Source: an optimization exercise on an open RTL-to-GDS flow (aim: small area). Production flows keep margins and buffers that such runs may drop.
In this exercise RTL edits were held to simulation tests only and were not proved equivalent to the original.
Power is estimated from default activity; no workload was simulated.

==> inputs of run C <==
==> flow/design.v (excerpt) <==
module fifo(
  input clock, reset,
  input read_en, write_en,
  input [7:0] data_in,
  output [7:0] data_outp,
  output reg fifo_full, fifo_empty);
==> module fifo_bit, before the edit <==
module fifo_bit (
  input  hold,     
  input  shift,    
  input  below,
  input  self,
  output d);
  assign d = ~((hold | below) & (shift | self));
endmodule
==> module fifo_rd, before the edit <==
module fifo_rd (
  input  [7:0] y,
  input        m16,
  input        full,
  input        pol,
  output       q);
  assign q = ~(|y | (full & ~m16)) ^ pol;
endmodule
==> module fifo, before the edit <==
module fifo(
  input clock, reset,
  input read_en, write_en,
  input [7:0] data_in,
  output [7:0] data_outp,
  output reg fifo_full, fifo_empty);
  reg  [7:0] mem [0:16];   
  reg        pol;
  reg  [3:0] cnt;          
  wire push = write_en & ~fifo_full;
  wire pop  = read_en & ~fifo_empty;
  wire hold  = ~push | reset;
  wire shift =  push | reset;
  wire [7:0] in0 = data_in ^ {8{pol}};
  wire [7:0] nxt [0:16];
  genvar w, b;
  generate
    for (w = 0; w <= 16; w = w + 1) begin : g_word
      for (b = 0; b < 8; b = b + 1) begin : g_bit
        fifo_bit u_bit (.hold(hold), .shift(shift),
                        .below(w == 0 ? in0[b] : mem[w == 0 ? 0 : w - 1][b]),
                        .self(mem[w][b]), .d(nxt[w][b]));
      end
    end
  endgenerate
  integer i;
  always @(posedge clock) begin
    pol <= ~(pol | reset);
    for (i = 0; i <= 16; i = i + 1)
      mem[i] <= nxt[i];
  end
  wire [15:0] sel_n;
  generate
    for (w = 0; w < 16; w = w + 1) begin : g_sel
      if (w == 0) begin : g_0
        assign sel_n[w] = ~((cnt == 4'd0) & ~fifo_full);
      end else begin : g_k
        assign sel_n[w] = ~(cnt == w);
      end
    end
    for (b = 0; b < 8; b = b + 1) begin : g_rd
      wire [7:0] y;
      for (w = 0; w < 8; w = w + 1) begin : g_pair
        fifo_bit u_pair (.hold(sel_n[2*w]), .shift(sel_n[2*w+1]),
                         .below(mem[2*w][b]), .self(mem[2*w+1][b]), .d(y[w]));
      end
      fifo_rd u_rd (.y(y), .m16(mem[16][b]), .full(fifo_full), .pol(pol),
                    .q(data_outp[b]));
    end
  endgenerate
  always @(posedge clock) begin
    if (reset) begin
      cnt        <= 4'd0;
      fifo_full  <= 1'b0;
      fifo_empty <= 1'b1;
    end else begin
      if (push & ~pop)
        cnt <= cnt + 4'd1;
      else if (pop & ~push)
        cnt <= cnt - 4'd1;
      fifo_full  <= fifo_full  ? ~pop  : (push & ~pop & (cnt == 4'd15));
      fifo_empty <= fifo_empty ? ~push : (pop & ~push & (cnt == 4'd1));
    end
  end
endmodule
==> flow/config.mk <==
export PLATFORM = sky130hd
export DESIGN_NAME = fifo
export DESIGN_NICKNAME = fifo
export VERILOG_FILES = /design/flow/design.v
export SDC_FILE = /design/flow/constraint.sdc
export NUM_CORES = 4
export LEC_CHECK = 0
export CAP_MARGIN = 20
export CORE_MARGIN = 2
export CORE_UTILIZATION = 40
export SLEW_MARGIN = 20
export SYNTH_HIERARCHICAL = 1
==> flow/constraint.sdc <==
create_clock -name core_clock -period 5.0 [get_ports {clock}]
set_input_delay 1.0000 -clock core_clock [delete_from_list [all_inputs] [get_ports {clock}]]
set_output_delay 1.0000 -clock core_clock [all_outputs]
set_load 0.01 [all_outputs]
run.sh (not shown) runs the stock make flow with config.mk's settings and CLKGATE_MAP_FILE= SYNTH_SCRIPT=/design/flow/synth_recipe.tcl, a recipe that flattens the netlist after the stock synthesis.
==> inputs of run F, as changes to run C <==
==> flow/design.v (replaced) <==
module fifo(
  input clock, reset,
  input read_en, write_en,
  input [7:0] data_in,
  output [7:0] data_outp,
  output reg fifo_full, fifo_empty);
  reg [7:0] memory_buffer[15:0];
  reg [7:0] data_out;
  assign data_outp = (read_en == 1) ? data_out : 8'bxxxx_xxxx;  
  integer i;
  reg [3:0]read, write;
  reg [4:0]count;
  always@(posedge clock)
    begin
      if (reset == 1'b1)
        begin
          data_out = 8'b00000000;
          for(i=0; i<16; i=i+1)
            begin
                memory_buffer[i] = 8'b00000000;
            end
          read = 4'b0000;
          write = 4'b0000;
          fifo_full = 1'b0;
          fifo_empty = 1'b1;
          count = 0;
        end
    else
      begin
        if ((write_en == 1'b1)  && (fifo_full == 1'b0))
          begin
            memory_buffer[write] = data_in;
            write = write + 1;
            count = count + 1;
          end
        if((read_en == 1'b1) && (fifo_empty == 1'b0))
          begin
            data_out  = memory_buffer[read];
            read = read + 1;
            count = count - 1;
          end
        if(count == 16)
            fifo_full = 1;
        else
            fifo_full = 0;
        if(count == 0)
            fifo_empty = 1;
        else
            fifo_empty = 0;
      end
   end
endmodule
--- a/flow/config.mk
+++ b/flow/config.mk
@@ -11,2 +11 @@
 export SLEW_MARGIN = 20
-export SYNTH_HIERARCHICAL = 1
==> summary of the runs <==
Against run C, the combinational power of run F is higher by about 50%. Cell count: run F is higher than run C (about 50%). In clock power, run C and run F hardly differ. Of run F and run C, run F has the higher synthesized cell count (gap 63%, measured against run C).

[re-timing with driven ports]
Ports are ideal in the flow. The routed layouts listed here were re-timed in OpenROAD. Step 1, drivers: a clkbuf_16 drives clock and a buf_2 each remaining input, both assumed. Step 2 also shifts input and output timing later by t, the mid clock arrival at the registers, as if the neighbouring blocks saw the same clock. Slacks: ideal / step 1 / step 2; pairs: ideal / step 1.
run	shift t [ns]	setup slack, ns	slew at the worst register clock pin (ns)	worst data-port slew with drivers (ns)
run C	0.456	0.983 / 0.945 / 1.401	0.06 / 0.06	0.03
run F	0.468	1.180 / 1.196 / 0.728	0.06 / 0.06	0.04
After both steps setup and hold are still met in every run listed. The setup slack of run F, which loses most, moves by +0.016 ns with the drivers and by -0.452 ns with both steps.
